Source: an optimization exercise on an open RTL-to-GDS flow (aim: small area and a short achievable clock period). Production flows keep margins and buffers that such runs may drop.

Setup of old:
==> flow/design.v <==
module thresholding(
    input wire clk, reset, enable,
    input wire signed [11 : 0] sig,
    output wire signed [11 : 0] y,
    output reg done,
    output reg [11 : 0] id
    );
localparam W = 13;
reg signed [11 : 0] d [0 : W - 1];    
reg signed [15 : 0] s;                
reg first;                            
reg ysel;                             
wire idle = (id == 12'd2047);
wire working = ~idle;
wire signed [11 : 0] x = sig - 12'sd958;
wire wrapx = (sig < -12'sd1090);
wire u = sig[11] & ~wrapx;
wire signed [16 : 0] su = {{5{u}}, sig};
wire late = ~id[11] & (id[10 : 4] != 7'd0 || id[3 : 0] >= 4'd12);
wire valid = ~first | late;
wire signed [15 : 0] d12 = valid ? d[W - 1] : 12'sd0;
wire signed [15 : 0] p = s - d12 - 16'sd958;
wire signed [15 : 0] s_next = p + su[15 : 0];
wire f0 = ~s[15];
wire fw = (s >= 16'sd25532);
wire signed [16 : 0] c = -17'sd13545 + (f0 ? 17'sd12 : 17'sd0) + (fw ? 17'sd53248 : 17'sd0);
wire signed [16 : 0] v = {~s[15], ~s} + c;
wire signed [16 : 0] diff = (su <<< 3) + (su <<< 2) + su + v;
wire cond = ~diff[16];
assign y = ysel ? d[0] : 12'sd0;
integer j;
always @(posedge clk) begin
    if (working) begin
        for (j = 1; j < W; j = j + 1)
            d[j] <= d[j - 1];
        d[0] <= x;
    end
    if (reset) begin
        s <= 16'sd0;
        first <= 1'b1;
        done <= 1'b0;
        id <= 12'd2047;
    end else begin
        done <= working;
        if (working) begin
            id <= id + 12'd1;
            s <= s_next;
            if (late)
                first <= 1'b0;
        end else begin
            id <= {enable, 11'h7ff};
        end
    end
    ysel <= cond;
end
endmodule
clock: 14.0 ns
lec_check: 0
cap_margin: 20
core_margin: 2
core_utilization: 40
slew_margin: 20
run.sh (not shown) runs the stock make flow with config.mk's settings and CLKGATE_MAP_FILE= SYNTH_SCRIPT=/design/flow/synth_recipe.tcl, a recipe that flattens the netlist after the stock synthesis.
--- input diff old..new ---
==> flow/design.v <==
module thresholding(
    input wire clk, reset, enable,
    input wire signed [11 : 0] sig,
    output wire signed [11 : 0] y,
    output reg done,
    output reg [11 : 0] id
    );
localparam W = 13;
reg signed [11 : 0] d [0 : W - 1];    
reg signed [16 : 0] s;                
reg first;                            
reg ysel;                             
wire idle = (id == 12'd2047);
wire working = ~idle;
wire signed [11 : 0] x = sig - 12'sd958;
wire wrapx = (sig < -12'sd1090);
wire late = ~id[11] & (id[10 : 4] != 7'd0 || id[3 : 0] >= 4'd11);
wire valid = ~first | late;
wire signed [11 : 0] d12 = valid ? d[W - 1] : 12'sd0;
wire f0 = ~s[16];
wire fw = (s >= 17'sd25532);
wire signed [16 : 0] c = -17'sd13545 + (f0 ? 17'sd12 : 17'sd0)
                         + (fw ? 17'sd53248 : 17'sd0) + (wrapx ? 17'sd53248 : 17'sd0);
wire signed [16 : 0] sig17 = sig;
wire signed [16 : 0] diff = (sig17 <<< 3) + (sig17 <<< 2) + sig17 + ~s + c;
wire cond = ~diff[16];
assign y = ysel ? d[0] : 12'sd0;
integer j;
always @(posedge clk) begin
    if (reset) begin
        d[0] <= 12'sd0;
        s <= 17'sd0;
        first <= 1'b1;
        done <= 1'b0;
        id <= 12'd2047;
    end else begin
        done <= working;
        if (working) begin
            id <= id + 12'd1;
            s <= s + x - d12;
            for (j = 1; j < W; j = j + 1)
                d[j] <= d[j - 1];
            d[0] <= x;
            if (late)
                first <= 1'b0;
        end else begin
            id <= {enable, 11'h7ff};
        end
    end
    ysel <= cond;
end
endmodule
==> run summary <==
Looking at old and new, the required time of the critical path is a wash.
Comparing routed length per placed instance for old and new, the bigger number came from old.
Worst-margin pin slew across old and new: no real change.
Summary of new over old: cell area +about 1.5%; first-iteration DRC count higher; global-route wire length before repair shows an increase of 5.9%; fmax climbed about 5.6%; routed metal-1 wirelength barely changed.
Taking old as the reference, in new routability congestion estimate from global placement shows a reduction of about 2.5%, number of logic inverters in the finished layout went up by about 22%, critical path depth now smaller, number of vias per cell after detailed routing ~0 delta.
Function was not checked in any run of this note: the RTL went through the layout flow alone.

## re-timing with driven ports
No port has a modelled driver above. Below, the same layouts with a new extraction and two added sets of constraints.
Step 1, drivers: a clkbuf_16 drives clk and a buf_2 each remaining input, both assumed.
Step 2 moves the port delays by t, midway between the first and last clock arrival at a register: inputs arrive t later, outputs are due t later. That takes back most of the time a late clock gives input paths.
Three values: no drivers, after step 1, after step 2; two values: the first two.
run | t (ns) | slack for setup (ns) | worst hold slack (ns) | latest minus earliest clock arrival (ns)
old | 0.467 | 6.975 / 6.976 / 6.510 | 0.417 / 0.417 / 0.417 | 0.023 / 0.023
new | 0.467 | 7.350 / 7.364 / 6.898 | 0.420 / 0.420 / 0.420 | 0.007 / 0.007
After both steps every run listed still meets setup and hold. The setup slack of old, which loses most, moves by +0.001 ns with the drivers and by -0.465 ns with both steps.
